Source: an optimization exercise on an open RTL-to-GDS flow (aim: small area and a short achievable clock period). Production flows keep margins and buffers that such runs may drop.
In this exercise RTL edits were held to simulation tests only and were not proved equivalent to the original.
No activity file was given, so power comes from the tool's default toggle rates.

### design/flow/design.v
module alu (
    input [31:0] a,
    input [31:0] b,
    input [4:0] sa,          
    input cin,
    input add,               
    input slt,               
    input sgn,               
    input sr,                
    input sl,                
    input sra,               
    input [1:0] lop,         
    output [31:0] y,
    output [31:0] yn,        
    output lt
);
    wire [33:0] sum34 = {1'b0, a, cin} + {1'b0, b, cin};
    wire [31:0] sum = sum34[32:1];
    wire c32 = sum34[33];
    assign lt = sgn ? (a[31] ^ b[31] ^ c32) : ~c32;
    wire [31:0] lres = (lop == 2'b00) ? (a & b) :
                       (lop == 2'b01) ? (a | b) :
                       (lop == 2'b10) ? (a ^ b) : ~(a | b);
    wire [63:0] sr64 = {{32{sra & b[31]}}, b} >> sa;
    wire [31:0] srr = sr64[31:0];
    wire [31:0] slr;
    genvar i;
    generate
        for (i = 0; i < 32; i = i + 1) begin : g_rev
            assign slr[i] = srr[31-i];
        end
    endgenerate
    assign yn = sr ? srr : sl ? slr : lres;
    assign y = add ? sum : slt ? {31'b0, lt} : yn;
endmodule
module reg_file (
    input clk,
    input rst,
    input we,
    input [4:0] wa,
    input [31:0] wd,
    input [31:1] sel1,       
    input [31:1] sel2,
    output [31:0] rd1,
    output [31:0] rd2
);
    reg [31:0] r [1:31];
    reg [31:1] valid;
    genvar i;
    generate
        for (i = 1; i < 32; i = i + 1) begin : g_reg
            always @(posedge clk)
                if (we && wa == i)
                    r[i] <= wd;
        end
    endgenerate
    always @(posedge clk or posedge rst)
        if (rst)
            valid <= 31'b0;
        else if (we)
            valid[wa] <= 1'b1;
    reg [31:0] o1, o2;
    integer k;
    always @(*) begin
        o1 = 32'b0;
        o2 = 32'b0;
        for (k = 1; k < 32; k = k + 1) begin
            o1 = o1 | ({32{sel1[k] & valid[k]}} & r[k]);
            o2 = o2 | ({32{sel2[k] & valid[k]}} & r[k]);
        end
    end
    assign rd1 = o1;
    assign rd2 = o2;
endmodule
module branch_unit (
    input [31:0] qa,         
    input [31:0] qb,
    input add,
    input slt,
    input [31:0] yn,         
    input lt,                
    input [31:0] din,
    input [31:0] v1f,
    input [31:0] v2f,
    input s1e,
    input s2e,
    input s1d,
    input s2d,
    output eq
);
    wire kd = s1e ? s2d : s1d;
    wire [31:0] k = kd ? din : (s1e ? v2f : v1f);
    wire [31:0] kp = {k[30:0], 1'b0};
    wire eq_add = &(k ^ ((kp & qa) | (~kp & qb)));
    wire eq_slt = ~|k[31:1] & (k[0] == lt);
    wire eq_oth = (yn == k);
    wire eq_e = add ? eq_add : slt ? eq_slt : eq_oth;
    wire eq_d = (din == (s1d ? v2f : v1f));
    wire eq_f = (v1f == v2f);
    wire eq_x = (s1d & s2d) | ((s1d | s2d) ? eq_d : eq_f);
    assign eq = (s1e & s2e) | ((s1e | s2e) ? eq_e : eq_x);
endmodule
module cmp_pre (
    input [31:0] a,
    input [31:0] b,
    input cin,
    output [31:0] qa,
    output [31:0] qb
);
    wire [31:0] p = a ^ b;
    wire [31:0] g = a & b;
    assign qa = ~(p ^ {g[30:0], cin});
    assign qb = ~(p ^ {g[30:0] | p[30:0], cin});
endmodule
module mips_pipeline (
    input clk,
    input rst,
    input [31:0] inst,
    input  [31:0] data_in,
    output mem_read,
    output mem_write,
    output [31:0] inst_adr,
    output [31:0] data_adr,
    output [31:0] data_out
);
    reg [31:0] pc_a, pc_b;
    reg        pc_eq;
    reg        ifv_a, ifv_b;
    wire [31:0] pc = pc_eq ? pc_a : pc_b;
    reg [31:0] ifid_inst;
    wire       ifid_v = pc_eq ? ifv_a : ifv_b;    
    reg [31:1] ifid_s1, ifid_s2;   
    reg [31:0] idex_a, idex_b, idex_sd;
    reg [4:0]  idex_rw;
    reg        idex_rwe, idex_mr, idex_mw;
    reg [4:0]  idex_sa;
    reg        idex_cin, idex_add, idex_slt, idex_sgn, idex_sr, idex_sl, idex_sra;
    reg [1:0]  idex_lop;
    reg [31:0] exmem_y, exmem_sd;
    reg [4:0]  exmem_rw;
    reg        exmem_rwe, exmem_mr, exmem_mw;
    reg        exmem_ld;         
    wire [5:0]  op  = ifid_inst[31:26];
    wire [4:0]  rs  = ifid_inst[25:21];
    wire [4:0]  rt  = ifid_inst[20:16];
    wire [4:0]  rd  = ifid_inst[15:11];
    wire [4:0]  sh  = ifid_inst[10:6];
    wire [5:0]  fn  = ifid_inst[5:0];
    wire [15:0] imm = ifid_inst[15:0];
    wire rtype  = (op == 6'h00);
    wire i_jr   = rtype & (fn == 6'h08);
    wire i_jalr = rtype & (fn == 6'h09);
    wire i_j    = (op == 6'h02);
    wire i_jal  = (op == 6'h03);
    wire i_beq  = (op == 6'h04);
    wire i_bne  = (op == 6'h05);
    wire i_lw   = (op == 6'h23);
    wire i_sw   = (op == 6'h2b);
    wire i_addi = (op == 6'h08);
    wire i_addiu= (op == 6'h09);
    wire i_slti = (op == 6'h0a);
    wire i_sltiu= (op == 6'h0b);
    wire i_andi = (op == 6'h0c);
    wire i_ori  = (op == 6'h0d);
    wire i_xori = (op == 6'h0e);
    wire i_lui  = (op == 6'h0f);
    wire r_and  = rtype & (fn == 6'h24);
    wire r_or   = rtype & (fn == 6'h25);
    wire r_xor  = rtype & (fn == 6'h26);
    wire r_nor  = rtype & (fn == 6'h27);
    wire r_add  = rtype & (fn[5:1] == 5'b10000);    
    wire r_sub  = rtype & (fn[5:1] == 5'b10001);    
    wire r_slt  = rtype & (fn == 6'h2a);
    wire r_sltu = rtype & (fn == 6'h2b);
    wire r_sll  = rtype & ((fn == 6'h00) | (fn == 6'h04));
    wire r_srl  = rtype & ((fn == 6'h02) | (fn == 6'h06));
    wire r_sra  = rtype & ((fn == 6'h03) | (fn == 6'h07));
    wire r_shim = rtype & ((fn == 6'h00) | (fn == 6'h02) | (fn == 6'h03));
    wire link   = i_jal | i_jalr;
    wire imm_b  = i_lw | i_sw | i_addi | i_addiu | i_slti | i_sltiu | i_andi | i_ori | i_xori;
    wire sgn_imm= i_addi | i_slti | i_andi | i_ori | i_xori;
    wire inv_b  = r_sub | r_slt | r_sltu | i_slti | i_sltiu;
    wire d_rwe_raw = (rtype & ~i_jr) | i_jal | i_lw | i_addi | i_addiu | i_slti |
                     i_sltiu | i_andi | i_ori | i_xori | i_lui;
    wire [4:0] d_rw = i_jal ? 5'd31 : (rtype ? rd : rt);
    reg [31:1] dec_rs, dec_rt;
    integer di;
    always @(*)
        for (di = 1; di < 32; di = di + 1) begin
            dec_rs[di] = (inst[25:21] == di);
            dec_rt[di] = (inst[20:16] == di);
        end
    wire [31:0] rf1, rf2;
    wire [31:0] mval = exmem_ld ? data_in : exmem_y;
    reg_file RF (
        .clk(clk), .rst(rst),
        .we(exmem_rwe), .wa(exmem_rw), .wd(mval),
        .sel1(ifid_s1), .sel2(ifid_s2),
        .rd1(rf1), .rd2(rf2)
    );
    wire [31:0] alu_y, alu_yn;
    wire alu_lt;
    wire f1ex  = idex_rwe  & (idex_rw  == rs);
    wire f1mem = exmem_rwe & (exmem_rw == rs);
    wire f2ex  = idex_rwe  & (idex_rw  == rt);
    wire f2mem = exmem_rwe & (exmem_rw == rt);
    wire s1d = ~f1ex & f1mem & exmem_ld;            
    wire s2d = ~f2ex & f2mem & exmem_ld;
    wire [31:0] v1f = f1mem ? exmem_y : rf1;
    wire [31:0] v2f = f2mem ? exmem_y : rf2;
    wire [31:0] o1 = s1d ? data_in : v1f;           
    wire [31:0] o2 = s2d ? data_in : v2f;
    wire [31:0] v1 = f1ex ? alu_y : o1;
    wire [31:0] v2 = f2ex ? alu_y : o2;
    wire stall = idex_mr & ((idex_rw == rs) | (idex_rw == rt));
    wire i_jx  = i_jr | i_jalr;
    wire jmp   = ifid_v & (i_j | i_jal | i_jx);
    wire isbeq = ifid_v & i_beq;
    wire isbne = ifid_v & i_bne;
    wire jr_go = ~stall & ifid_v & i_jx;
    wire [31:0] pc4   = pc + 32'd4;                        
    wire [31:0] sext  = {{16{imm[15]}}, imm};
    wire [31:0] bt    = pc + {sext[29:0], 2'b00};
    wire [31:0] pc_jn = (ifid_v & (i_j | i_jal)) ? {pc[31:28], ifid_inst[25:0], 2'b00} : pc4;
    wire [31:0] pc_e1 = stall ? pc : isbeq ? bt : pc_jn;
    wire [31:0] pc_e0 = stall ? pc : isbne ? bt : pc_jn;
    wire v_e1 = stall ? ifid_v : ~(jmp | isbeq);
    wire v_e0 = stall ? ifid_v : ~(jmp | isbne);
    wire eq;
    wire [31:0] cmp_qa, cmp_qb;
    cmp_pre CP (.a(idex_a), .b(idex_b), .cin(idex_cin), .qa(cmp_qa), .qb(cmp_qb));
    branch_unit BU (
        .qa(cmp_qa), .qb(cmp_qb), .add(idex_add), .slt(idex_slt),
        .yn(alu_yn), .lt(alu_lt),
        .din(data_in), .v1f(v1f), .v2f(v2f),
        .s1e(f1ex), .s2e(f2ex), .s1d(s1d), .s2d(s2d),
        .eq(eq)
    );
    wire [31:0] ext = sgn_imm ? sext : {16'b0, imm};
    wire [31:0] d_a = link  ? pc :
                      i_lui ? {imm, 16'b0} :
                      r_shim ? {27'b0, sh} : v1;
    wire [31:0] bsel = imm_b ? ext : v2;
    wire [31:0] v2r;
    genvar gi;
    generate
        for (gi = 0; gi < 32; gi = gi + 1) begin : g_rev
            assign v2r[gi] = v2[31-gi];
        end
    endgenerate
    wire [31:0] d_b = (link | i_lui) ? 32'b0 :
                      r_sll ? v2r :
                      inv_b ? ~bsel : bsel;
    wire d_add = r_add | r_sub | i_lw | i_sw | i_addi | i_addiu;
    wire d_slt = r_slt | r_sltu | i_slti | i_sltiu;
    wire d_sgn = r_slt | i_slti;
    wire [1:0] d_lop = (r_or | i_ori | i_lui | link) ? 2'b01 :
                       (r_xor | i_xori) ? 2'b10 :
                       r_nor ? 2'b11 : 2'b00;
    wire ctl_ok = ifid_v & ~stall;
    alu ALU (
        .a(idex_a), .b(idex_b), .sa(idex_sa), .cin(idex_cin),
        .add(idex_add), .slt(idex_slt), .sgn(idex_sgn),
        .sr(idex_sr), .sl(idex_sl), .sra(idex_sra), .lop(idex_lop),
        .y(alu_y), .yn(alu_yn), .lt(alu_lt)
    );
    always @(posedge clk or posedge rst) begin
        if (rst) begin
            pc_a <= 32'b0;
            pc_b <= 32'b0;
            pc_eq <= 1'b0;
            ifv_a <= 1'b0;
            ifv_b <= 1'b0;
            idex_rwe <= 1'b0; idex_mr <= 1'b0; idex_mw <= 1'b0;
            exmem_rwe <= 1'b0; exmem_mr <= 1'b0; exmem_mw <= 1'b0; exmem_ld <= 1'b0;
        end else begin
            pc_a <= jr_go ? v1 : pc_e1;
            pc_b <= jr_go ? v1 : pc_e0;
            pc_eq <= eq;
            ifv_a <= v_e1;
            ifv_b <= v_e0;
            idex_rwe <= ctl_ok & d_rwe_raw & (d_rw != 5'd0);
            idex_mr  <= ctl_ok & i_lw;
            idex_mw  <= ctl_ok & i_sw;
            exmem_rwe <= idex_rwe;
            exmem_mr  <= idex_mr;
            exmem_ld  <= idex_mr & idex_rwe;
            exmem_mw  <= idex_mw;
        end
    end
    always @(posedge clk) begin
        if (!stall) begin
            ifid_inst <= inst;
            ifid_s1 <= dec_rs;
            ifid_s2 <= dec_rt;
        end
        idex_a   <= d_a;
        idex_sa  <= (r_sll | r_srl | r_sra) ? d_a[4:0] : 5'b0;    
        idex_b   <= d_b;
        idex_sd  <= v2;
        idex_rw  <= d_rw;
        idex_add <= d_add;
        idex_slt <= d_slt;
        idex_cin <= inv_b;
        idex_sgn <= d_sgn;
        idex_sr  <= r_srl | r_sra;
        idex_sl  <= r_sll;
        idex_sra <= r_sra;
        idex_lop <= d_lop;
        exmem_y  <= alu_y;
        exmem_sd <= idex_sd;
        exmem_rw <= idex_rw;
    end
    assign inst_adr = pc;
    assign mem_read = exmem_mr;
    assign mem_write = exmem_mw;
    assign data_adr = exmem_y;
    assign data_out = exmem_sd;
endmodule
### design/flow/flow/run.sh
#!/bin/bash
# Standard ORFS layout (the standard.sh; its synthesis unchanged, with
# config.mk's settings) with:
#  - port buffers of a plain buffer cell (buffer_ports otherwise picks a
#    delay cell), and sizing not limited to the same footprint,
#  - clock tree sink clusters of up to 30 flip-flops within 80 um,
#  - repair_timing aiming at a larger setup slack than config.mk asks for,
set -euo pipefail
bash standard.sh SETUP_SLACK_MARGIN=8.5 \
    BUFFER_PORTS_ARGS="-buffer_cell sky130_fd_sc_hd__buf_4" MATCH_CELL_FOOTPRINT=0 \
    CTS_CLUSTER_SIZE=30 CTS_CLUSTER_DIAMETER=80 CTS_BUF_LIST=sky130_fd_sc_hd__clkbuf_16 \
    MAX_REPAIR_ANTENNAS_ITER_DRT=10 \
    finish > flow_make.log 2>&1
### design/flow/config.mk
export PLATFORM = sky130hd
export DESIGN_NAME = mips_pipeline
export DESIGN_NICKNAME = mips_pipeline
export VERILOG_FILES = /design/flow/design.v
export SDC_FILE = /design/flow/constraint.sdc
export NUM_CORES = 4
export LEC_CHECK = 0
export CAP_MARGIN = 20
export CORE_MARGIN = 2
export CORE_UTILIZATION = 50
export PLACE_DENSITY = 0.62
export SETUP_SLACK_MARGIN = 0.1
export SLEW_MARGIN = 20
export SYNTH_HIERARCHICAL = 1
export SYNTH_MINIMUM_KEEP_SIZE = 0
### design/flow/standard.sh
#!/bin/bash
# synth_recipe.tcl (not shown) runs the flow's synth.tcl, then flattens the netlist and writes it again
# the make line also repeats each setting of config.mk as NAME=value (left out here)
make -C /OpenROAD-flow-scripts/flow DESIGN_CONFIG=/design/flow/config.mk WORK_HOME=/design/flow/orfs CLKGATE_MAP_FILE= SYNTH_SCRIPT=/design/flow/synth_recipe.tcl "${@:-finish}"
### design/flow/constraint.sdc
create_clock -name core_clock -period 13.0 [get_ports {clk}]
set_input_delay 2.6000 -clock core_clock [delete_from_list [all_inputs] [get_ports {clk}]]
set_output_delay 2.6000 -clock core_clock [all_outputs]
set_load 0.01 [all_outputs]
==> notes.md, run 1 <==
GR Overflow Total=0; Nets=6328; area leader, netlist=edfxtp_1; initial antenna violation count=21; asr flop ratio synth=7.64%; Pre-antenna DRT Iters=9; number of global-route vias before repair=57400; drt initial violations=between 10000 and 15000; final hold vios=0; commonest non-fill, non-tap cell in the layout=edfxtp_1; cts bufs inserted=75; XOR/XNOR Fraction of Synth Area=4.21%; Sink Count=1375; Critical Path End Type=register; RSZ-0062 raised after global routing=yes; core area=142000 µm²; Seq cells post-synth=1375; Most common cell on crit path=nand4_1; total power=11.5 mW; outcome=no timing/DRC/antenna violations; Post-Syn Area=71700 µm²; DR vias=62000; Cells after DPL=roughly 7800; Global Route Usage Sum=between 40% and 50%; Hold WS=0.334 ns; clock slew seen by the registers of the worst setup and hold paths=0.11 ns; routed wire length=approximately 350000 µm; Slowest-stage cell, CP=dfrtp_1; setup_tns=0 ns; Avg Vias per Cell=7.68; final period utilization=36.4%; # setup viols final=0; Critical Path Start Type=register; Final Critical Period=4.73 ns; post-layout util=roughly 56%; CTS tree=done; fraction of synthesized area in multiplexers=under 10%; Most used DFF post-synth=edfxtp_1; post-synth top area share=45.5%; max-slew violations=0; synth unique cells=124; Worst path max stage delay=0.50 ns; Site Rows=138; Clk Tree Root Cell=clkbuf_16; Max H-tree Level=3; Seq/Total Area, Yosys=54.3%; main combinational cell family by area after synthesis=compound AO/OA/AOI/OAI gates; top cells by area, synth=edfxtp_1 45%, dfxtp_1 5.1%, a22oi_1 5.0%; P&R area growth vs syn=11.2%; total die area=146000 µm²; clock skew=approximately 0.097 ns; routability cong.=approximately 1.0; combinational share of power=28.5%; crit-path cells=and2_2, buf_6, a22o_1, a221oi_1, nand4_1, or3_1, mux2_2, mux2i_2, mux2i_4, a21o_1, mux2i_1, o221ai_1, a31oi_2, nand4_1, a22oi_1; Initial Utilization=50.5%; Post-Syn Area per Cell=11.8 µm²; class of the worst hold path=register to register; Max Cap Viol=0; Setup CP Type=register to register; clock share of power=~26%; Net Sw Frac=between 30% and 40%; PwrDens=144 nW/µm²; P_int=7.51 mW; I/O pin count=164; layout cells sized above 1=approximately 16%; WP buf/inv=1; syn nets=roughly 6300; fmax=211 MHz; Synth Area in Adders=2.99%; Die W=383 µm; CP delay by family, top=compound AO/OA/AOI/OAI gates; Sw Pwr=3.98 mW; clock latency (worst-skew pair)=around 0.79 ns; Die Span Y=383 µm; Worst Path Max Fanout=30; routed length per instance=roughly 44 µm; post-synthesis compound-gate area fraction=19.3%; # port buffers=163; sequential share of power=approximately 46%; Cell Count, Final, Fillers Out=about 8000; headroom to the max-slew limit=18.2%; Critical Path RT=between 10 and 15 ns; Synth Area in Simple Gates=a little under a tenth; worst-case clock buffer depth=3; most frequent cells in the layout=1086 x edfxtp_1, 473 x a22oi_1, 296 x buf_4; EDFF count, synth=1086; Syn Inst Count=a little over 6000; Residual DRC=0; Worst Max-Slew Pin Slew=approximately 1.2 ns; first-pass GRT wire length=473000 µm; largest net degree at the start of global routing=71; remaining antenna violation count=0; maximum vdd ir drop=between 0.15 and 0.2 mV; DP HPWL=217000 µm; leakage=28.2 nW; Yosys warning total=9; Critical Path AT=around 5.3 ns
## per-module statistics from Yosys (local to each module, per instance)
module | flops+latches | times used | cells | cell area [µm²]
mips_pipeline | 352 | 1 | 1848 | 18000
alu | 0 | 1 | 898 | 5990
branch_unit | 0 | 1 | 412 | 3590
cmp_pre | 0 | 1 | 188 | 1600
reg_file | 1023 | 1 | 2716 | 42600
## metal layers
metal,wire length (µm),up-vias,track usage [%]
li1,-,23900,-
met1,118000,30000,56.8
met2,147000,6078,68.9
met3,52100,1932,16.5
met4,35900,20,34.7
met5,189,-,0.198
## cell type report
| cell class | instances | area, µm² |
|---|---|---|
| Antenna cell | 26 | 65.1 |
| Clock buffer | 77 | 1930 |
| Clock inverter | 58 | 838 |
| Fill cell | 12000 | 62200 |
| Inverter | 219 | 832 |
| Multi-Input combinational cell | 4026 | 31300 |
| Sequential cell | 1375 | 38900 |
| Tap cell | 1890 | 2360 |
| Timing Repair Buffer | 395 | 3510 |
## registers in the layout (all words and copies together) (netlist names), 31 cells and up
name       flops
RF.r         992
exmem_sd      32
exmem_y       32
idex_a        32
idex_b        32
idex_sd       32
ifid_inst     32
pc_a          32
pc_b          32
RF.valid      31
ifid_s1       31
ifid_s2       31
## Yosys cell counts (105+ instances only)
library cell,count
inv_1,214
o21ai_0,137
nor2_1,268
nand3_1,155
dfrtp_1,105
a22o_1,220
clkbuf_1,318
xor2_1,135
mux2i_1,256
xnor2_1,201
dfxtp_1,184
nand4_1,148
mux2_2,116
a221oi_1,234
edfxtp_1,1086
a22oi_1,473
a21oi_1,230
nand2_1,286
ha_1,168
## repair_timing
item | 4_1_cts | 5_1_grt
cloned | 5 | 1
resized for setup | 144 | 195
buffers inserted | 43 | 33
hold buffers | 0 | 0
pin swaps | 3 | 5
setup endpoints to repair | 52 | 73
## per-stage QoR
| step | setup WS [ns] | cell area [µm²] |
|---|---|---|
| finish | 8.27 | 79800 |
| global route | 8.30 | 79700 |
| CTS | 8.28 | 78700 |
| detailed placement | 7.35 | 74900 |
| global placement | 7.37 | 74900 |
| floorplan | 8.52 | 71700 |
## worst paths after layout
| check | depth (start not counted) | slack, ns | to | startpoint |
|---|---|---|---|---|
| setup / recovery | 15 | 8.27 | pc_eq | RF.valid[4] |
| hold / removal | 0 | 0.33 | exmem_sd[30] | idex_sd[30] |
| setup reg to reg | 15 | 8.27 | pc_eq | RF.valid[4] |
| hold reg to reg | 0 | 0.33 | exmem_sd[30] | idex_sd[30] |
| max in group asynchronous | 3 | 9.97 | pc_a[13] | rst |
| min in group asynchronous | 2 | 1.80 | exmem_rwe | rst |
## power by group through the flow
stage / combinational, mW / sequential [mW] / clock [mW]
global placement: 2.75 / 5.29 / 0
floorplan: 1.80 / 5.18 / 0
global route: 3.44 / 5.25 / 3.10
detailed placement: 2.77 / 5.30 / 0
CTS: 3.02 / 5.23 / 2.96
finish: 3.27 / 5.25 / 2.97
## logic make-up (layout without fill, tap and decap cells)
family	Yosys count	count (layout)
AND/OR/NAND/NOR	1263	1264
adder cells (fa/ha/maj)	170	170
other	0	26
XOR/XNOR	340	340
buffers and inverters	662	749
multiplexers	408	408
flip-flops	1375	1375
AO/OA/AOI/OAI	1844	1844
==> inputs of run 2 (changes only) <==
--- a/design/flow/design.v
+++ b/design/flow/design.v
@@ -1,2 +1,20 @@
+module pc_sel #(
+    parameter size = 8
+) (
+    input clk,
+    input rst,
+    input eq,
+    input [size-1:0] a,
+    input [size-1:0] b,
+    output [size-1:0] y
+);
+    reg eqr;
+    always @(posedge clk, posedge rst)
+        if (rst)
+            eqr <= 1'b0;
+        else
+            eqr <= eq;
+    assign y = eqr ? a : b;
+endmodule
 module alu (
     input [31:0] a,
@@ -125,9 +143,19 @@
 );
     reg [31:0] pc_a, pc_b;
-    reg        pc_eq;
     reg        ifv_a, ifv_b;
-    wire [31:0] pc = pc_eq ? pc_a : pc_b;
+    wire [31:0] pc;              
+    wire       ifid_v;           
+    wire [31:0] pc_o;            
+    wire eq;
     reg [31:0] ifid_inst;
-    wire       ifid_v = pc_eq ? ifv_a : ifv_b;    
+    pc_sel #(.size(33)) PCS (.clk(clk), .rst(rst), .eq(eq),
+        .a({ifv_a, pc_a}), .b({ifv_b, pc_b}), .y({ifid_v, pc}));
+    genvar po;
+    generate
+        for (po = 0; po < 4; po = po + 1) begin : g_pco
+            pc_sel #(.size(8)) PCO (.clk(clk), .rst(rst), .eq(eq),
+                .a(pc_a[po*8 +: 8]), .b(pc_b[po*8 +: 8]), .y(pc_o[po*8 +: 8]));
+        end
+    endgenerate
     reg [31:1] ifid_s1, ifid_s2;   
     reg [31:0] idex_a, idex_b, idex_sd;
@@ -227,5 +255,4 @@
     wire v_e1 = stall ? ifid_v : ~(jmp | isbeq);
     wire v_e0 = stall ? ifid_v : ~(jmp | isbne);
-    wire eq;
     wire [31:0] cmp_qa, cmp_qb;
     cmp_pre CP (.a(idex_a), .b(idex_b), .cin(idex_cin), .qa(cmp_qa), .qb(cmp_qb));
@@ -269,5 +296,4 @@
             pc_a <= 32'b0;
             pc_b <= 32'b0;
-            pc_eq <= 1'b0;
             ifv_a <= 1'b0;
             ifv_b <= 1'b0;
@@ -277,5 +303,4 @@
             pc_a <= jr_go ? v1 : pc_e1;
             pc_b <= jr_go ? v1 : pc_e0;
-            pc_eq <= eq;
             ifv_a <= v_e1;
             ifv_b <= v_e0;
@@ -312,5 +337,5 @@
         exmem_rw <= idex_rw;
     end
-    assign inst_adr = pc;
+    assign inst_adr = pc_o;
     assign mem_read = exmem_mr;
     assign mem_write = exmem_mw;
==> notes.md, run 2 <==
outcome=no timing/DRC/antenna violations; GR Overflow Total=0 (unchanged); flip-flop count of the largest register after layout=992 (unchanged); met3 wire length=57400 µm (+10%); clock skew=0.120 ns (+0.0235 ns); synth unique cells=112 (-9.7%); DP HPWL=237000 µm (+9.3%); CTS tree=done; routed wire length=371000 µm (+4.9%); Largest Register=RF.r; max layer used=met5; commonest non-fill, non-tap cell in the layout=edfxtp_1; Avg Vias per Cell=7.82 (+1.8%); Pre-antenna DRT Iters=15 (+6); Critical Path AT=5.19 ns (-0.15 ns); # port buffers=163 (unchanged); Hold WS=0.332 ns (-0.00238 ns); WP depth=11 (-4); Metal-1 WL=126000 µm (+6.5%); maximum vdd ir drop=0.141 mV (-15%); multi-input logic area=32100 µm² (+2.6%); Setup CP Type=register to register; syn nets=6430 (+2.1%); hold_buf cts=0 (unchanged); fillers=12100 (+0.50%); first-pass GRT wire length=491000 µm (+3.7%); Worst Max-Slew Pin Slew=1.26 ns (+0.0318 ns); post-synth top area share=44.8% (-0.67 points); r2r endpoint=idex_sa[2]; register area=39100 µm² (+0.33%); Critical Path End Type=register; Die Span Y=386 µm (+0.73%); CP startpoint=idex_sa[1]; max-slew violations=0 (unchanged); top cells by area, synth=edfxtp_1 45%, dfxtp_1 5.1%, a22oi_1 5.0%; worst-case clock buffer depth=3 (unchanged); I/O pin count=164 (unchanged); crit-path cells=buf_6, mux2i_1, mux2_2, mux4_2, o21ai_1, a2bb2oi_1, a22o_1, nor2_1, a21o_1, a21oi_1, nor2b_1; FF-to-FF setup slack=8.32 ns (+0.05 ns); cts bufs inserted=79 (+5.3%); most frequent cells in the layout=1086 x edfxtp_1, 481 x a22oi_1, 310 x nand2_1; asr flop ratio synth=7.90% (+0.27 points); Global Route Usage Sum=48.3% (+1.5 points); fin area=80700 µm² (+1.1%); Critical Path RT=13.51 ns (-0.10 ns); number of global-route vias before repair=58500 (+2.1%); Die W=386 µm (+0.73%); wire length on met2=153000 µm (+3.9%); CP delay by family, top=compound AO/OA/AOI/OAI gates; routability cong.=1.04 (+3.1%); Seq/Total Area, Yosys=53.6% (-0.66 points); remaining antenna violation count=0 (unchanged); clock slew seen by the registers of the worst setup and hold paths=0.10 ns (about the same); Most used DFF post-synth=edfxtp_1; class of the worst hold path=register to register; EDFF count, synth=1086 (unchanged); final period utilization=36.0% (-0.41 points); drt initial violations=12300 (+4.3%); clock latency (worst-skew pair)=0.80 ns (about the same); Yosys warning total=11 (+2); final hold vios=0 (unchanged); commonest cells in the synthesized netlist=1086 x edfxtp_1, 482 x a22oi_1, 347 x clkbuf_1; fmax=214 MHz (+1.1%); Slowest-stage cell, CP=nor2b_1; headroom to the max-slew limit=15.8% (-2.3 points); Max H-tree Level=3 (unchanged); Post-Syn Area=72800 µm² (+1.5%); post-layout util=56.0% (-0.19 points); WHS Path Cells=0 (unchanged); Clk Tree Root Cell=clkbuf_16; routed length per instance=45.5 µm (+3.8%); Site Rows=139 (+0.72%); Syn Inst Count=6194 (+2.2%); Max Cap Viol=0 (unchanged); total die area=149000 µm² (+1.5%); RR Startpoint=idex_sa[1]; Reg2Reg Depth=11 (-4); core area=144000 µm² (+1.5%); Worst path max stage delay=0.54 ns (+0.04 ns); WP buf/inv=1 (unchanged); Post-Syn Area per Cell=11.7 µm² (-0.68%); area leader, netlist=edfxtp_1; Seq cells post-synth=1379 (+0.29%); Critical Path Start Type=register; leakage=28.9 nW (+2.1%); most common cell in the netlist=edfxtp_1; Worst Path Max Fanout=47 (+57%); crit path to=idex_sa[2]; PwrDens=143 nW/µm² (-1.0%); initial antenna violation count=27 (+29%); Final Critical Period=4.68 ns (-0.0532 ns); DR vias=63700 (+2.9%); P&R area growth vs syn=10.8%; largest net degree at the start of global routing=71 (unchanged); Nets=6399 (+1.1%); dpl cell area=75800 µm² (+1.2%); RSZ-0062 raised after global routing=yes; Sink Count=1379 (+0.29%); layout cells sized above 1=16.0% (-0.18 points); Residual DRC=0 (unchanged); # setup viols final=0 (unchanged); setup_tns=0 ns (unchanged); Initial Utilization=50.5% (about the same)
## run 2: worst min-delay path by stage
stage                     start           end  slack [ns]
floorplan            idex_sd[0]   exmem_sd[0]        0.31
global placement    idex_sd[20]  exmem_sd[20]        0.31
detailed placement  idex_sd[10]  exmem_sd[10]        0.31
CTS                  idex_sd[1]   exmem_sd[1]        0.33
global route         idex_sd[5]   exmem_sd[5]        0.34
finish               idex_sd[1]   exmem_sd[1]        0.33
## run 2: layout make-up
| type | instances | area share (%) |
|---|---|---|
| multi-input cells | 4143 | 39.8 |
| repair buffers | 365 | 4.21 |
| clock buffers | 81 | 2.51 |
| clock inverters | 62 | 1.10 |
| flip-flops and latches | 1379 | 48.4 |
| inverters | 195 | 0.920 |
| well taps | 1903 | 2.95 |
| diodes | 23 | 0.0714 |
## run 2: Yosys stat by module, one instance, submodules excluded, a selection
module,cells inside,flip-flops and latches
reg_file,2716,1023
mips_pipeline,1897,351
alu,898,0
branch_unit,412,0
cmp_pre,188,0
## run 2: per-layer routing
metal	global-route usage, %	up-vias
met5	0.877	-
met4	30.9	28
met3	20.2	2036
met2	70.1	6524
met1	59.2	30800
li1	-	24300
## run 2: per-stage QoR
step	setup WS, ns	std cells	total power [mW]
2_1_floorplan	8.51	6194	7.16
3_3_place_gp	7.54	7938	8.33
3_5_place_dp	7.51	7938	8.34
4_1_cts	8.50	8086	11.3
5_1_grt	8.44	8132	11.8
6_report	8.32	8151	11.5
## run 2: timing repair
item	in CTS	in global routing
resized for setup	176	217
cloned	0	6
setup endpoints to repair	95	54
setup buffers	5	35
pin swaps	4	33
## run 2: where the power goes
group	switching (mW)	internal, mW
clock network	1.75	1.29
registers	0.268	4.99
logic	1.99	1.21
## run 2: logic make-up (layout without fill, tap and decap cells)
kind of cell,Yosys count,after routing,share of synthesized area (%)
compound gates,1888,1888,19.4
flops,1379,1379,53.6
simple gates,1355,1356,9.65
buf+inv,673,703,3.95
mux,420,420,6.67
xor+xnor,309,309,3.78
fa+ha+maj,170,170,2.94
other cells,0,23,0
==> inputs of run 3 (changes only) <==
--- a/design/flow/design.v
+++ b/design/flow/design.v
@@ -31,6 +31,12 @@
     output [31:0] y,
     output [31:0] yn,        
-    output lt
+    output lt,
+    output [31:0] qa,        
+    output [31:0] qb         
 );
+    wire [31:0] p = a ^ b;
+    wire [31:0] g = a & b;
+    assign qa = ~(p ^ {g[30:0], cin});
+    assign qb = ~(p ^ {g[30:0] | p[30:0], cin});
     wire [33:0] sum34 = {1'b0, a, cin} + {1'b0, b, cin};
     wire [31:0] sum = sum34[32:1];
@@ -59,5 +65,6 @@
     input [31:0] wd,
     input [31:1] sel1,       
-    input [31:1] sel2,
+    input [31:1] sel2,       
+    output [31:1] vnext,     
     output [31:0] rd1,
     output [31:0] rd2
@@ -78,4 +85,10 @@
         else if (we)
             valid[wa] <= 1'b1;
+    genvar j;
+    generate
+        for (j = 1; j < 32; j = j + 1) begin : g_vn
+            assign vnext[j] = valid[j] | (we && wa == j);
+        end
+    endgenerate
     reg [31:0] o1, o2;
     integer k;
@@ -84,6 +97,6 @@
         o2 = 32'b0;
         for (k = 1; k < 32; k = k + 1) begin
-            o1 = o1 | ({32{sel1[k] & valid[k]}} & r[k]);
-            o2 = o2 | ({32{sel2[k] & valid[k]}} & r[k]);
+            o1 = o1 | ({32{sel1[k]}} & r[k]);
+            o2 = o2 | ({32{sel2[k]}} & r[k]);
         end
     end
@@ -119,16 +132,4 @@
     assign eq = (s1e & s2e) | ((s1e | s2e) ? eq_e : eq_x);
 endmodule
-module cmp_pre (
-    input [31:0] a,
-    input [31:0] b,
-    input cin,
-    output [31:0] qa,
-    output [31:0] qb
-);
-    wire [31:0] p = a ^ b;
-    wire [31:0] g = a & b;
-    assign qa = ~(p ^ {g[30:0], cin});
-    assign qb = ~(p ^ {g[30:0] | p[30:0], cin});
-endmodule
 module mips_pipeline (
     input clk,
@@ -212,27 +213,17 @@
                      i_sltiu | i_andi | i_ori | i_xori | i_lui;
     wire [4:0] d_rw = i_jal ? 5'd31 : (rtype ? rd : rt);
-    reg [31:1] dec_rs, dec_rt;
-    integer di;
-    always @(*)
-        for (di = 1; di < 32; di = di + 1) begin
-            dec_rs[di] = (inst[25:21] == di);
-            dec_rt[di] = (inst[20:16] == di);
-        end
     wire [31:0] rf1, rf2;
+    wire [31:1] rf_vnext;
     wire [31:0] mval = exmem_ld ? data_in : exmem_y;
     reg_file RF (
         .clk(clk), .rst(rst),
         .we(exmem_rwe), .wa(exmem_rw), .wd(mval),
-        .sel1(ifid_s1), .sel2(ifid_s2),
+        .sel1(ifid_s1), .sel2(ifid_s2), .vnext(rf_vnext),
         .rd1(rf1), .rd2(rf2)
     );
     wire [31:0] alu_y, alu_yn;
     wire alu_lt;
-    wire f1ex  = idex_rwe  & (idex_rw  == rs);
-    wire f1mem = exmem_rwe & (exmem_rw == rs);
-    wire f2ex  = idex_rwe  & (idex_rw  == rt);
-    wire f2mem = exmem_rwe & (exmem_rw == rt);
-    wire s1d = ~f1ex & f1mem & exmem_ld;            
-    wire s2d = ~f2ex & f2mem & exmem_ld;
+    reg f1ex, f1mem, f2ex, f2mem;
+    reg s1d, s2d;                                    
     wire [31:0] v1f = f1mem ? exmem_y : rf1;
     wire [31:0] v2f = f2mem ? exmem_y : rf2;
@@ -247,4 +238,13 @@
     wire isbne = ifid_v & i_bne;
     wire jr_go = ~stall & ifid_v & i_jx;
+    wire [4:0] nx_rs = stall ? ifid_inst[25:21] : inst[25:21];
+    wire [4:0] nx_rt = stall ? ifid_inst[20:16] : inst[20:16];
+    reg [31:1] dec_rs, dec_rt;
+    integer di;
+    always @(*)
+        for (di = 1; di < 32; di = di + 1) begin
+            dec_rs[di] = (nx_rs == di);
+            dec_rt[di] = (nx_rt == di);
+        end
     wire [31:0] pc4   = pc + 32'd4;                        
     wire [31:0] sext  = {{16{imm[15]}}, imm};
@@ -256,5 +256,4 @@
     wire v_e0 = stall ? ifid_v : ~(jmp | isbne);
     wire [31:0] cmp_qa, cmp_qb;
-    cmp_pre CP (.a(idex_a), .b(idex_b), .cin(idex_cin), .qa(cmp_qa), .qb(cmp_qb));
     branch_unit BU (
         .qa(cmp_qa), .qb(cmp_qb), .add(idex_add), .slt(idex_slt),
@@ -286,9 +285,14 @@
                        r_nor ? 2'b11 : 2'b00;
     wire ctl_ok = ifid_v & ~stall;
+    wire n_idex_rwe = ctl_ok & d_rwe_raw & (d_rw != 5'd0);
+    wire n_f1ex  = n_idex_rwe & (d_rw == nx_rs);
+    wire n_f2ex  = n_idex_rwe & (d_rw == nx_rt);
+    wire n_f1mem = idex_rwe & (idex_rw == nx_rs);
+    wire n_f2mem = idex_rwe & (idex_rw == nx_rt);
     alu ALU (
         .a(idex_a), .b(idex_b), .sa(idex_sa), .cin(idex_cin),
         .add(idex_add), .slt(idex_slt), .sgn(idex_sgn),
         .sr(idex_sr), .sl(idex_sl), .sra(idex_sra), .lop(idex_lop),
-        .y(alu_y), .yn(alu_yn), .lt(alu_lt)
+        .y(alu_y), .yn(alu_yn), .lt(alu_lt), .qa(cmp_qa), .qb(cmp_qb)
     );
     always @(posedge clk or posedge rst) begin
@@ -299,4 +303,6 @@
             ifv_b <= 1'b0;
             idex_rwe <= 1'b0; idex_mr <= 1'b0; idex_mw <= 1'b0;
+            f1ex <= 1'b0; f1mem <= 1'b0; f2ex <= 1'b0; f2mem <= 1'b0;
+            s1d <= 1'b0; s2d <= 1'b0;
             exmem_rwe <= 1'b0; exmem_mr <= 1'b0; exmem_mw <= 1'b0; exmem_ld <= 1'b0;
         end else begin
@@ -305,5 +311,11 @@
             ifv_a <= v_e1;
             ifv_b <= v_e0;
-            idex_rwe <= ctl_ok & d_rwe_raw & (d_rw != 5'd0);
+            idex_rwe <= n_idex_rwe;
+            f1ex  <= n_f1ex;
+            f2ex  <= n_f2ex;
+            f1mem <= n_f1mem;
+            f2mem <= n_f2mem;
+            s1d   <= ~n_f1ex & n_f1mem & idex_mr;       
+            s2d   <= ~n_f2ex & n_f2mem & idex_mr;
             idex_mr  <= ctl_ok & i_lw;
             idex_mw  <= ctl_ok & i_sw;
@@ -315,9 +327,8 @@
     end
     always @(posedge clk) begin
-        if (!stall) begin
+        if (!stall)
             ifid_inst <= inst;
-            ifid_s1 <= dec_rs;
-            ifid_s2 <= dec_rt;
-        end
+        ifid_s1 <= dec_rs & rf_vnext;
+        ifid_s2 <= dec_rt & rf_vnext;
         idex_a   <= d_a;
         idex_sa  <= (r_sll | r_srl | r_sra) ? d_a[4:0] : 5'b0;    
==> notes.md, run 3 <==
most frequent cells in the layout=1024 x edfxtp_1, 734 x a22oi_1, 297 x buf_4; wire length on met2=134000 µm (-12%); layout cells sized above 1=15.6% (-0.38 points); # port buffers=163 (unchanged); combinational share of power=25.2% (-2.6 points); max layer used=met5; max-slew violations=0 (unchanged); Initial Utilization=50.2% (-0.31 points); synth unique cells=109 (-2.7%); P&R area growth vs syn=9.65%; Syn Inst Count=6090 (-1.7%); Final Critical Period=4.60 ns (-0.0789 ns); EDFF count, synth=1024 (-5.7%); Post-Syn Area=72000 µm² (-1.1%); routability cong.=1.05 (+1.7%); WP buf/inv=2 (+1); asr flop ratio synth=8.30% (+0.40 points); Sink Count=1385 (+0.44%); largest net degree at the start of global routing=80 (+13%); Metal-1 WL=130000 µm (+2.9%); worst-case clock buffer depth=3 (unchanged); first-pass GRT wire length=469000 µm (-4.4%); Largest Register=RF.r; Slowest-stage cell, CP=dfxtp_2; final hold vios=0 (unchanged); flip-flop count of the largest register after layout=992 (unchanged); Post-Syn Area per Cell=11.8 µm² (+0.59%); drt initial violations=12100 (-1.6%); Sw Pwr=3.65 mW (-8.9%); CP delay by family, top=compound AO/OA/AOI/OAI gates; Die Span Y=383 µm (-0.55%); clock share of power=27.9% (+1.5 points); Nets=6319 (-1.3%); Residual DRC=0 (unchanged); post-synth top area share=42.7% (-2.1 points); class of the worst hold path=register to register; maximum vdd ir drop=0.145 mV (+2.9%); Net Sw Frac=33.4% (-1.5 points); Max H-tree Level=3 (unchanged); number of global-route vias before repair=56700 (-3.1%); commonest cells in the synthesized netlist=1024 x edfxtp_1, 735 x a22oi_1, 308 x clkbuf_1; critical hold path startpoint=idex_sd[20]; RR Startpoint=ifid_s1[25]; setup_tns=0 ns (unchanged); Clk Tree Root Cell=clkbuf_16; most common cell in the netlist=edfxtp_1; clock skew=0.103 ns (-0.0178 ns); Seq/Total Area, Yosys=53.6% (-0.057 points); Most used DFF post-synth=edfxtp_1; CTS tree=done; Worst Path Max Fanout=17 (-64%); core area=143000 µm² (-0.48%); fmax=217 MHz (+1.7%); PwrDens=139 nW/µm² (-2.7%); Die W=383 µm (-0.55%); Hold WS=0.333 ns (+0.00127 ns); top cells by area, synth=edfxtp_1 43%, a22oi_1 7.7%, dfxtp_1 6.8%; multi-input logic area=31500 µm² (-1.9%); FF-to-FF setup slack=8.40 ns (+0.08 ns); leakage=27.4 nW (-5.1%); Seq cells post-synth=1385 (+0.44%); DP HPWL=218000 µm (-8.2%); CP startpoint=ifid_s1[25]; Max Cap Viol=0 (unchanged); total die area=147000 µm² (-1.1%); RSZ-0062 raised after global routing=no; Critical Path RT=13.65 ns (+0.14 ns); Pre-antenna DRT Iters=8 (-7); syn nets=6324 (-1.6%); Global Route Usage Sum=46.2% (-2.1 points); met3 wire length=59800 µm (+4.2%); Yosys warning total=11 (unchanged); final period utilization=35.4% (-0.61 points); remaining antenna violation count=0 (unchanged); fillers=12100 (+0.24%); Avg Vias per Cell=7.68 (-1.8%); clock latency (worst-skew pair)=0.78 ns (-0.02 ns); register area=38700 µm² (-0.91%); Critical Path AT=5.25 ns (+0.06 ns); initial antenna violation count=33 (+22%); cts bufs inserted=81 (+2.5%); P_int=7.30 mW (-2.6%); Setup CP Type=register to register; area leader, netlist=edfxtp_1; GR Overflow Total=0 (unchanged); routed length per instance=43.2 µm (-5.1%); crit-path cells=buf_4, a221oi_1, nand4_1, or3_1, mux2_2, nor2b_1, a211oi_1, a21oi_1, xnor2_1, nand4_1, nor4_4, a31oi_1, a22oi_2, buf_4; Worst path max stage delay=0.98 ns (+0.44 ns); Site Rows=139 (unchanged); Critical Path End Type=register; headroom to the max-slew limit=16.5% (+0.64 points); clock slew seen by the registers of the worst setup and hold paths=0.10 ns (about the same); routed wire length=348000 µm (-6.1%); DR vias=61900 (-2.9%); I/O pin count=164 (unchanged); sequential share of power=46.9% (+1.1 points); Critical Path Start Type=register; # setup viols final=0 (unchanged); commonest non-fill, non-tap cell in the layout=edfxtp_1; outcome=no timing/DRC/antenna violations; Worst Max-Slew Pin Slew=1.24 ns (-0.0197 ns)
[run 3: layer usage]
layer  global-route usage [%]  vias up
li1                         -    23900
met1                     64.8    30400
met2                     61.0     6118
met3                     18.6     1401
met4                     23.4       34
met5                    0.325        -
[run 3: worst reg2reg max path: stages (launching register included)]
cell and delay, ns:
dfxtp_2 0.98, buf_4 0.60, a221oi_1 0.20, nand4_1 0.12, or3_1 0.18, mux2_2 0.21, nor2b_1 0.20, a211oi_1 0.07
a21oi_1 0.68, xnor2_1 0.24, nand4_1 0.25, nor4_4 0.27, a31oi_1 0.15, a22oi_2 0.16, buf_4 0.19
[run 3: cell type report]
cell class / instances / share of cell area [%]
Clock buffer: 83 / 2.63
Tap cell: 1903 / 3.02
Inverter: 181 / 0.869
Antenna cell: 14 / 0.0444
Timing Repair Buffer: 336 / 3.41
Multi-Input combinational cell: 4100 / 39.9
Sequential cell: 1385 / 49.1
Clock inverter: 61 / 1.10
[run 3: metrics by stage]
stage / cell area [µm²] / worst slack (ns) / instances / util [%] / total power, mW
after global routing: 78900 / 8.50 / 8057 / 55.1 / 11.3
after CTS: 78400 / 8.50 / 8038 / 54.7 / 10.8
after floorplan: 72000 / 8.82 / 6090 / - / 6.88
after detailed placement: 75300 / 7.64 / 7893 / 52.5 / 7.84
after global placement: 75200 / 7.70 / 7891 / 52.5 / 7.83
final: 78900 / 8.40 / 8063 / 55.1 / 11.0
[run 3: what timing repair did]
item,CTS,global route
setup buffers,1,9
resized for setup,48,116
hold buffers,0,0
endpoints found under the setup margin,99,73
pin swaps,2,9
[run 3: Yosys stat by module, one instance, submodules excluded, excerpt]
module,flip-flops and latches,times used,cell area [µm²],cells inside
alu,0,1,7340,942
mips_pipeline,357,1,17700,1937
branch_unit,0,1,3590,412
reg_file,1023,1,42200,2716
[run 3: kinds of logic after synthesis]
group / Yosys count / synth area share, %
flops: 1385 / 53.6
xor+xnor: 317 / 3.96
fa+ha+maj: 169 / 3.28
simple gates: 1331 / 9.54
buf+inv: 605 / 3.62
mux: 453 / 7.85
compound gates: 1830 / 18.2
[run 3: final timing paths]
kind / to / cells after the start
max: g_pco[0].PCO.eqr / 14
min: exmem_sd[20] / 0
max reg2reg: g_pco[0].PCO.eqr / 14
min reg2reg: exmem_sd[20] / 0
max in group asynchronous: s1d / 3
min in group asynchronous: g_pco[1].PCO.eqr / 2
[run 3: power by group through the flow]
| stage | clock network (mW) | registers, mW | logic (mW) |
|---|---|---|---|
| final | 3.06 | 5.14 | 2.76 |
| after global routing | 3.21 | 5.15 | 2.91 |
| after CTS | 3.05 | 5.13 | 2.65 |
| after detailed placement | 0 | 5.23 | 2.62 |
| after global placement | 0 | 5.22 | 2.61 |
| after floorplan | 0 | 5.12 | 1.76 |
==> inputs of run 4 (changes only) <==
--- a/design/flow/design.v
+++ b/design/flow/design.v
@@ -298,7 +298,5 @@
     always @(posedge clk or posedge rst) begin
         if (rst) begin
-            pc_a <= 32'b0;
             pc_b <= 32'b0;
-            ifv_a <= 1'b0;
             ifv_b <= 1'b0;
             idex_rwe <= 1'b0; idex_mr <= 1'b0; idex_mw <= 1'b0;
@@ -307,7 +305,5 @@
             exmem_rwe <= 1'b0; exmem_mr <= 1'b0; exmem_mw <= 1'b0; exmem_ld <= 1'b0;
         end else begin
-            pc_a <= jr_go ? v1 : pc_e1;
             pc_b <= jr_go ? v1 : pc_e0;
-            ifv_a <= v_e1;
             ifv_b <= v_e0;
             idex_rwe <= n_idex_rwe;
@@ -327,4 +323,6 @@
     end
     always @(posedge clk) begin
+        pc_a  <= jr_go ? v1 : pc_e1;
+        ifv_a <= v_e1;
         if (!stall)
             ifid_inst <= inst;
--- a/design/flow/flow/run.sh
+++ b/design/flow/flow/run.sh
@@ -8,5 +8,5 @@
 set -euo pipefail
 bash standard.sh SETUP_SLACK_MARGIN=8.5 \
-    BUFFER_PORTS_ARGS="-buffer_cell sky130_fd_sc_hd__buf_4" MATCH_CELL_FOOTPRINT=0 \
+    BUFFER_PORTS_ARGS="-buffer_cell sky130_fd_sc_hd__buf_2" MATCH_CELL_FOOTPRINT=0 \
     CTS_CLUSTER_SIZE=30 CTS_CLUSTER_DIAMETER=80 CTS_BUF_LIST=sky130_fd_sc_hd__clkbuf_16 \
     MAX_REPAIR_ANTENNAS_ITER_DRT=10 \
==> notes.md, run 4 <==
Nets=6243 (-1.2%); hold_buf cts=0 (unchanged); GR Overflow Total=0 (unchanged); Max Cap Viol=0 (unchanged); Seq/Total Area, Yosys=53.6% (+0.068 points); Global Route Usage Sum=44.8% (-1.4 points); DP HPWL=204000 µm (-6.3%); leakage=26.7 nW (-2.6%); # port buffers=163 (unchanged); Initial Utilization=50.5% (+0.27 points); Site Rows=138 (-0.72%); crit-path cells=buf_4, a22o_1, a221oi_1, nand3_1, or4_1, mux2_2, mux2i_1, mux2i_2, mux2i_1, and4b_1, nor3_2, nor3_1, nand4_1, a22oi_2, buf_4; layout cells sized above 1=14.6% (-1.0 points); post-synthesis compound-gate area fraction=18.2% (about the same); final period utilization=35.5% (+0.14 points); number of global-route vias before repair=56100 (-1.2%); drt initial violations=11700 (-3.5%); RR Startpoint=ifid_s1[9]; Die Span Y=382 µm (-0.27%); most frequent cells in the layout=1024 x edfxtp_1, 735 x a22oi_1, 353 x nand2_1; clock slew seen by the registers of the worst setup and hold paths=0.11 ns (about the same); outcome=no timing/DRC/antenna violations; post-synth top area share=43.0% (+0.24 points); Post-Syn Area=71600 µm² (-0.55%); Syn Inst Count=6041 (-0.80%); Critical Path RT=13.66 ns (about the same); WHS Path Cells=0 (unchanged); Worst path max stage delay=0.78 ns (-0.20 ns); Final Critical Period=4.62 ns (+0.0180 ns); fraction of synthesized area in multiplexers=7.97% (+0.12 points); initial antenna violation count=37 (+12%); class of the worst hold path=register to register; headroom to the max-slew limit=16.5% (-0.020 points); Slowest-stage cell, CP=or4_1; routed length per instance=42.2 µm (-2.2%); critical hold path startpoint=idex_sd[23]; commonest non-fill, non-tap cell in the layout=edfxtp_1; maximum vdd ir drop=0.188 mV (+30%); XOR/XNOR Fraction of Synth Area=3.94% (-0.022 points); Yosys warning total=11 (unchanged); P&R area growth vs syn=8.56%; PwrDens=137 nW/µm² (-1.0%); # setup viols final=0 (unchanged); RSZ-0062 raised after global routing=yes; total die area=146000 µm² (-0.55%); most common cell in the netlist=edfxtp_1; Sink Count=1385 (unchanged); Most used DFF post-synth=edfxtp_1; cts bufs inserted=77 (-4.9%); asr flop ratio synth=5.92% (-2.4 points); remaining antenna violation count=0 (unchanged); top cells by area, synth=edfxtp_1 43%, dfxtp_1 7.8%, a22oi_1 7.7%; DR vias=60900 (-1.6%); setup_tns=0 ns (unchanged); Die W=382 µm (-0.27%); largest net degree at the start of global routing=107 (+34%); Max H-tree Level=3 (unchanged); FF-to-FF setup slack=8.38 ns (-0.02 ns); final hold vios=0 (unchanged); Critical Path End Type=register; Critical Path Start Type=register; post-layout util=54.8% (-0.26 points); Largest Register=RF.r; Reg2Reg Depth=15 (+1); Clk Tree Root Cell=clkbuf_16; Avg Vias per Cell=7.63 (-0.62%); EDFF count, synth=1024 (unchanged); routed wire length=337000 µm (-3.1%); CTS tree=done; Residual DRC=0 (unchanged); main combinational cell family by area after synthesis=compound AO/OA/AOI/OAI gates; Critical Path AT=5.27 ns (+0.02 ns); Seq cells post-synth=1385 (unchanged); clock skew=0.0729 ns (-0.0297 ns); worst-case clock buffer depth=3 (unchanged); fmax=217 MHz (-0.39%); Post-Syn Area per Cell=11.8 µm² (+0.25%); I/O pin count=164 (unchanged); Synth Area in Adders=3.30% (+0.018 points); hold endpoint=exmem_sd[23]; flip-flop count of the largest register after layout=992 (unchanged); max-slew violations=0 (unchanged); Pre-antenna DRT Iters=14 (+6); routability cong.=1.05 (-0.68%); Worst Max-Slew Pin Slew=1.25 ns (+0.0104 ns); Synth Area in Simple Gates=9.39% (-0.15 points); synth unique cells=105 (-3.7%); core area=142000 µm² (-1.1%); commonest cells in the synthesized netlist=1024 x edfxtp_1, 736 x a22oi_1, 353 x nand2_1; CP startpoint=ifid_s1[9]; clock latency (worst-skew pair)=0.78 ns (about the same); first-pass GRT wire length=455000 µm (-3.0%); Setup CP Type=register to register; Worst Path Max Fanout=32 (+15); r2r endpoint=g_pco[1].PCO.eqr; area leader, netlist=edfxtp_1; syn nets=6275 (-0.77%)
[run 4: worst max-delay path by stage]
stage                             endpoint  slack [ns]  cells after the start
after floorplan                    PCS.eqr        8.82                      8
after global placement             PCS.eqr        7.67                      9
after detailed placement           PCS.eqr        7.66                      9
after CTS                       idex_b[31]        8.44                     15
after global routing            idex_b[26]        8.47                     13
final                     g_pco[1].PCO.eqr        8.38                     15
[run 4: timing repair]
action / 4_1_cts / 5_1_grt
pin swaps: 1 / 5
setup buffers: 1 / 1
resized for setup: 36 / 96
endpoints found under the setup margin: 76 / 73
cloned: 0 / 0
[run 4: worst max-delay path, delay by kind of cell, from the launching register on]
family                 cells  cell delay (ns)
buffers and inverters      2             0.52
AOI/OAI and AO/OA          3             0.80
DFF                        1             0.33
and+or+nand+nor            6             1.57
muxes                      4             1.16
[run 4: cell type report]
class | count | area [µm²]
Fill cell | 11900 | 64100
Tap cell | 1890 | 2360
Inverter | 186 | 703
Clock buffer | 80 | 2000
Antenna cell | 28 | 70.1
Clock inverter | 56 | 797
Timing Repair Buffer | 305 | 2000
Sequential cell | 1385 | 38500
Multi-Input combinational cell | 4054 | 31200
[run 4: layer usage]
metal  vias up  global-route usage [%]  share of wire [%]
met5         -                   0.430               0.10
met4        27                    31.0                9.6
met3      1771                    16.1                 15
met2      5921                    66.0                 42
met1     29500                    54.8                 34
li1      23700                       -                  -
[run 4: kinds of logic after synthesis]
kind of cell,count (synthesis)
AND/OR/NAND/NOR,1307
AO/OA/AOI/OAI,1802
multiplexers,454
adder cells (fa/ha/maj),169
flip-flops,1385
buffers and inverters,602
XOR/XNOR,322
[run 4: modules after synthesis (local to each module, per instance), a selection]
module / area, µm² / times used / flops+latches
reg_file: 42200 / 1 / 1023
alu: 7340 / 1 / 0
mips_pipeline: 17300 / 1 / 357
branch_unit: 3590 / 1 / 0
[run 4: per-stage QoR]
| stage | cell area, µm² | setup WS [ns] | power, mW | hold WS, ns | cells |
|---|---|---|---|---|---|
| floorplan | 71600 | 8.82 | 6.81 | 0.310 | 6041 |
| global placement | 74300 | 7.67 | 7.66 | 0.310 | 7818 |
| detailed placement | 74300 | 7.66 | 7.67 | 0.312 | 7818 |
| CTS | 77300 | 8.44 | 10.6 | 0.330 | 7955 |
| global route | 77600 | 8.47 | 11.0 | 0.332 | 7959 |
| finish | 77700 | 8.38 | 10.7 | 0.329 | 7984 |
[run 4: power breakdown]
group          switching, mW  internal (mW)  total (mW)
Sequential             0.198           4.93        5.12
Clock                   1.72           1.26        2.98
Combinational           1.58          0.993        2.57
Total                   3.50           7.17        10.7
==> inputs of run 5 (changes only) <==
--- a/design/flow/config.mk
+++ b/design/flow/config.mk
@@ -8,6 +8,6 @@
 export CAP_MARGIN = 20
 export CORE_MARGIN = 2
-export CORE_UTILIZATION = 50
-export PLACE_DENSITY = 0.62
+export CORE_UTILIZATION = 58
+export PLACE_DENSITY = 0.68
 export SETUP_SLACK_MARGIN = 0.1
 export SLEW_MARGIN = 20
==> notes.md, run 5 <==
outcome=no timing/DRC/antenna violations; headroom to the max-slew limit=17.5% (+1.1 points); Die Span Y=355 µm (-7.1%); initial antenna violation count=32 (-14%); GR Overflow Total=0 (unchanged); GRT met1 Usage=62.4% (+7.6 points); PwrDens=135 nW/µm² (-1.8%); CP delay by family, top=compound AO/OA/AOI/OAI gates; Seq/Total Area, Yosys=53.6% (unchanged); drt initial violations=12700 (+9.0%); fmax=217 MHz (about the same); Clk Tree Root Cell=clkbuf_16; final hold vios=0 (unchanged); Most used DFF post-synth=edfxtp_1; RSZ-0062 raised after global routing=yes; Avg Vias per Cell=7.99 (+4.7%); CTS tree=done; Critical Path End Type=register; RR Startpoint=idex_a[19]; Slowest-stage cell, CP=dfxtp_1; Worst path max stage delay=0.68 ns (-0.10 ns); flip-flop count of the largest register after layout=992 (unchanged); routed wire length=332000 µm (-1.4%); core area=122000 µm² (-14%); Final Critical Period=4.61 ns (-0.00458 ns); commonest cells in the synthesized netlist=1024 x edfxtp_1, 736 x a22oi_1, 353 x nand2_1; cts bufs inserted=69 (-10%); maximum vdd ir drop=0.177 mV (-6.2%); final period utilization=35.5% (about the same); EDFF count, synth=1024 (unchanged); Pre-antenna DRT Iters=12 (-2); Largest Register=RF.r; Cell Count, Final, Fillers Out=7700 (-3.6%); grt met3 use=20.1% (+4.1 points); number of global-route vias before repair=56600 (+1.0%); # setup viols final=0 (unchanged); I/O pin count=164 (unchanged); Most common cell on crit path=nand2_1; asr flop ratio synth=5.92% (unchanged); Setup CP Type=register to register; crit path to=idex_b[31]; first-pass GRT wire length=449000 µm (-1.4%); Initial Utilization=58.6% (+8.1 points); DR vias=61500 (+0.96%); WP depth=15 (unchanged); setup_tns=0 ns (unchanged); Die W=355 µm (-7.1%); Global Route Usage Sum=51.2% (+6.4 points); Nets=6235 (-0.13%); Site Rows=128 (-7.2%); worst-case clock buffer depth=3 (unchanged); Syn Inst Count=6041 (unchanged); Critical Path Start Type=register; Cells after DPL=7553 (-3.4%); Sink Count=1385 (unchanged); grt peak-use layer=met2; DP HPWL=201000 µm (-1.6%); Max Cap Viol=0 (unchanged); post-synth top area share=43.0% (unchanged); Worst Max-Slew Pin Slew=1.22 ns (-0.0261 ns); clock slew seen by the registers of the worst setup and hold paths=0.11 ns (about the same); top cells by area, synth=edfxtp_1 43%, dfxtp_1 7.8%, a22oi_1 7.7%; total die area=126000 µm² (-14%); Post-Syn Area=71600 µm² (unchanged); Post-Syn Area per Cell=11.8 µm² (unchanged); Seq cells post-synth=1385 (unchanged); layout cells sized above 1=14.4% (-0.22 points); syn nets=6275 (unchanged); class of the worst hold path=register to register; dpl ws=7.80 ns (+0.138 ns); Critical Path RT=13.68 ns (+0.02 ns); final setup margin=8.39 ns (+0.00458 ns); most common cell in the netlist=edfxtp_1; Critical Path AT=5.29 ns (+0.02 ns); Reg2Reg Depth=15 (unchanged); # port buffers=163 (unchanged); largest net degree at the start of global routing=107 (unchanged); Worst Path Max Fanout=7 (-78%); crit-path cells=inv_1, ha_1, nand4_1, o221ai_1, nand2_1, or3_1, o221ai_1, xor2_1, a22o_1, nand2_1, o21ai_0, o21ai_0, xnor2_1, nand2_1, a21oi_1; clock skew=0.0673 ns (-0.00563 ns); FF-to-FF setup slack=8.39 ns (about the same); max-slew violations=0 (unchanged); WP buf/inv=1 (-1); routability cong.=1.06 (+1.6%); synth unique cells=105 (unchanged); Max H-tree Level=3 (unchanged); CP startpoint=idex_a[19]; P&R area growth vs syn=7.53%; r2r endpoint=idex_b[31]; Yosys warning total=11 (unchanged); Hold WS=0.324 ns (-0.00581 ns); area leader, netlist=edfxtp_1; routed length per instance=43.2 µm (+2.2%); hold_buf cts=0 (unchanged); most frequent cells in the layout=1024 x edfxtp_1, 735 x a22oi_1, 353 x nand2_1; met2 Use GR=73.5% (+7.5 points); Residual DRC=0 (unchanged); commonest non-fill, non-tap cell in the layout=edfxtp_1; clock latency (worst-skew pair)=0.78 ns (about the same); remaining antenna violation count=0 (unchanged); leakage=26.5 nW (-0.67%)
[run 5: cell count changes in the layout (fill, tap and decap cells not counted), sizes merged]
cell      change
clkbuf        -9
diode         +5
clkinv       -15
clkinvlp      -1
bufinv        +1
[run 5: what timing repair did]
| item | 4_1_cts | 5_1_grt |
|---|---|---|
| endpoints found under the setup margin | 94 | 67 |
| resized for setup | 40 | 109 |
| gates cloned | 0 | 0 |
| buffers inserted | 1 | 1 |
| pin swaps | 1 | 6 |
[run 5: per-layer routing]
layer | share of wire (%) | wire length [µm] | up-vias
met2 | 40 | 134000 | 6406
met4 | 11 | 35600 | 32
li1 | - | - | 23700
met5 | 0.12 | 408 | -
met3 | 16 | 54600 | 2111
met1 | 32 | 107000 | 29300
[run 5: cells by family after synthesis]
kind of cell / synth area share, %
compound gates: 18.2
flops: 53.6
simple gates: 9.39
buf+inv: 3.59
mux: 7.97
xor+xnor: 3.94
fa+ha+maj: 3.30
[run 5: worst min-delay path by stage]
stage / cells after the start / slack [ns] / from / end
2_1_floorplan: 0 / 0.31 / idex_sd[0] / exmem_sd[0]
3_3_place_gp: 0 / 0.31 / idex_sd[9] / exmem_sd[9]
3_5_place_dp: 0 / 0.31 / idex_sd[18] / exmem_sd[18]
4_1_cts: 0 / 0.33 / idex_sd[16] / exmem_sd[16]
5_1_grt: 0 / 0.32 / idex_sd[16] / exmem_sd[16]
6_report: 0 / 0.32 / idex_sd[16] / exmem_sd[16]
[run 5: area by class of cell]
type | instances | area, µm²
Tap cell | 1625 | 2030
Inverter | 186 | 703
Sequential cell | 1385 | 38500
Clock inverter | 41 | 553
Multi-Input combinational cell | 4054 | 31300
Antenna cell | 33 | 82.6
Clock buffer | 71 | 1780
Timing Repair Buffer | 305 | 2030
Fill cell | 9499 | 45200
[run 5: where the power goes]
part	internal [mW]	switching [mW]
Clock	1.11	1.60
Combinational	0.990	1.55
Sequential	4.93	0.197
Total	7.03	3.35
[run 5: per-module statistics from Yosys (local to each module, per instance), a selection]
module	cells inside	cell area, µm²	copies in the design	flip-flops and latches
reg_file	2716	42200	1	1023
branch_unit	412	3590	1	0
alu	942	7340	1	0
mips_pipeline	1888	17300	1	357
[run 5: worst reg2reg max path: stages, from the launching register on]
cell and delay, ns:
dfxtp_1 0.68, inv_1 0.20, ha_1 0.48, nand4_1 0.14
o221ai_1 0.45, nand2_1 0.23, or3_1 0.38, o221ai_1 0.55
xor2_1 0.21, a22o_1 0.28, nand2_1 0.08, o21ai_0 0.24
o21ai_0 0.20, xnor2_1 0.18, nand2_1 0.07, a21oi_1 0.17
[run 5: through the flow]
stage	utilization, %	area (µm²)	total power [mW]
final	63.0	77000	10.4
after global routing	62.9	76900	10.6
after CTS	62.6	76500	10.2
after detailed placement	60.5	74000	7.62
after global placement	60.5	74000	7.60
after floorplan	-	71600	6.81
==> inputs of run 6 (changes only) <==
==> design/flow/flow/run.sh (replaced) <==
#!/bin/bash
# Standard ORFS layout (the standard.sh; its synthesis unchanged, with
# config.mk's settings) with:
#  - port buffers of a plain buffer cell (buffer_ports otherwise picks a
#    delay cell), and sizing not limited to the same footprint,
#  - clock tree sink clusters of up to 30 flip-flops within 70 um,
#  - repair_timing aiming at a larger setup slack than config.mk asks for,
set -euo pipefail
bash standard.sh SETUP_SLACK_MARGIN=8.5 \
    BUFFER_PORTS_ARGS="-buffer_cell sky130_fd_sc_hd__buf_2" MATCH_CELL_FOOTPRINT=0 \
    CTS_CLUSTER_SIZE=30 CTS_CLUSTER_DIAMETER=70 CTS_BUF_LIST=sky130_fd_sc_hd__clkbuf_16 \
    MAX_REPAIR_ANTENNAS_ITER_DRT=10 \
    finish > flow_make.log 2>&1
==> notes.md, run 6 <==
Reg2Reg Depth=12 (-3); flip-flop count of the largest register after layout=992 (unchanged); Critical Path End Type=register; number of global-route vias before repair=56900 (+0.47%); layout cells sized above 1=15.3% (+0.93 points); headroom to the max-slew limit=21.8% (+4.2 points); Avg Vias per Cell=7.97 (-0.24%); total die area=126000 µm² (unchanged); CTS tree=done; Max Cap Viol=0 (unchanged); post-synth top area share=43.0% (unchanged); Die W=355 µm (unchanged); commonest cells in the synthesized netlist=1024 x edfxtp_1, 736 x a22oi_1, 353 x nand2_1; final setup margin=8.39 ns (-0.000930 ns); Worst Path Max Fanout=32 (+25); final period utilization=35.5% (about the same); Final Critical Period=4.61 ns (+0.000930 ns); max-slew violations=0 (unchanged); drt initial violations=12800 (+0.76%); most common cell in the netlist=edfxtp_1; Largest Register=RF.r; Critical Path RT=13.63 ns (-0.05 ns); clock share of power=30.5% (+4.4 points); hold_buf cts=0 (unchanged); PwrDens=141 nW/µm² (+4.6%); leakage=27.0 nW (+1.9%); most frequent cells in the layout=1024 x edfxtp_1, 735 x a22oi_1, 353 x nand2_1; DR vias=61800 (+0.39%); setup_tns=0 ns (unchanged); routed wire length=333000 µm (+0.23%); Critical Path Start Type=register; fillers=9345 (-1.6%); core area=122000 µm² (unchanged); EDFF count, synth=1024 (unchanged); Post-Syn Area=71600 µm² (unchanged); Pre-antenna DRT Iters=15 (+3); outcome=no timing/DRC/antenna violations; initial antenna violation count=30 (-6.3%); first-pass GRT wire length=451000 µm (+0.43%); Residual DRC=0 (unchanged); routed length per instance=43.0 µm (-0.41%); Nets=6255 (+0.32%); Critical Path AT=5.24 ns (-0.05 ns); RSZ-0062 raised after global routing=yes; remaining antenna violation count=0 (unchanged); routability cong.=1.06 (unchanged); clock latency (worst-skew pair)=0.82 ns (+0.04 ns); Setup CP Type=register to register; Yosys warning total=11 (unchanged)
-- run 6: metal layers --
metal  track usage [%]  routed length, µm  vias to the layer above
met2              73.6             134000                     6558
met4              38.7              36700                       28
met3              20.0              55000                     2078
li1                  -                  -                    23700
met1              62.7             107000                    29300
met5              1.21                517                        -
-- run 6: area by class of cell --
cell class                      count  area [µm²]  share of cell area, %
Sequential cell                  1385       38500                   49.3
Antenna cell                       31        77.6                 0.0992
Clock buffer                       90        2250                   2.88
Inverter                          186         703                  0.899
Timing Repair Buffer              305        2090                   2.68
Clock inverter                     73        1170                   1.49
Multi-Input combinational cell   4054       31300                   40.1
Tap cell                         1625        2030                   2.60
-- run 6: through the flow --
stage	cells	instance area (µm²)	total power, mW	hold WS [ns]
final	7749	78200	11.0	0.316
after global routing	7724	78100	11.3	0.319
after CTS	7716	77500	10.9	0.317
after detailed placement	7553	74000	7.62	0.312
after global placement	7553	74000	7.60	0.311
after floorplan	6041	71600	6.81	0.310
-- run 6: repair_timing --
action | in CTS | in global routing
endpoints found under the hold margin | 0 | 0
gates resized for setup | 34 | 147
endpoints found under the setup margin | 95 | 63
buffers inserted | 0 | 2
pin swaps | 2 | 11
-- run 6: Yosys stat by module, one instance, submodules excluded, excerpt --
module	cells	flip-flops and latches	copies in the design
branch_unit	412	0	1
mips_pipeline	1888	357	1
reg_file	2716	1023	1
alu	942	0	1
-- run 6: worst max path at each step --
stage | endpoint | cells past startpoint | slack [ns] | startpoint
5_1_grt | idex_b[30] | 16 | 8.44 | idex_b[24]
6_report | g_pco[3].PCO.eqr | 12 | 8.39 | ifid_s1[29]
3_3_place_gp | PCS.eqr | 9 | 7.84 | data_in[17]
4_1_cts | g_pco[1].PCO.eqr | 12 | 8.42 | ifid_s2[14]
2_1_floorplan | PCS.eqr | 8 | 8.82 | data_in[0]
3_5_place_dp | PCS.eqr | 9 | 7.80 | data_in[17]
-- run 6: kinds of logic (layout without fill, tap and decap cells) --
| logic type | count (synthesis) | in the layout | share of synthesized area (%) |
|---|---|---|---|
| buf+inv | 602 | 654 | 3.59 |
| xor+xnor | 322 | 322 | 3.94 |
| mux | 454 | 454 | 7.97 |
| flops | 1385 | 1385 | 53.6 |
| compound gates | 1802 | 1802 | 18.2 |
| simple gates | 1307 | 1307 | 9.39 |
| other cells | 0 | 31 | 0 |
| fa+ha+maj | 169 | 169 | 3.30 |
-- run 6: critical path, stage by stage (launching register included) --
cell and delay, ns:
dfxtp_2 0.32, buf_4 0.44, a222oi_1 0.64, nand3_1 0.14, or4_1 0.72, mux2_2 0.42
mux2i_1 0.18, mux2i_2 0.20, xnor2_1 0.27, nand4_1 0.21, nor4_2 0.31, nand4_1 0.23
a22oi_2 0.35
-- run 6: power groups by stage --
stage	logic [mW]	clock network (mW)	registers (mW)
4_1_cts	2.44	3.34	5.11
5_1_grt	2.70	3.50	5.13
3_3_place_gp	2.39	0	5.20
2_1_floorplan	1.71	0	5.11
3_5_place_dp	2.41	0	5.21
6_report	2.55	3.36	5.12

Re-timed with assumed drivers on the ports (clkbuf_16 on the clock, buf_2 on other inputs), run 6 has 8.387 ns of setup slack against 8.387 ns with ideal ports, and 7.791 ns once port delays also move by the mid clock arrival of 0.865 ns.
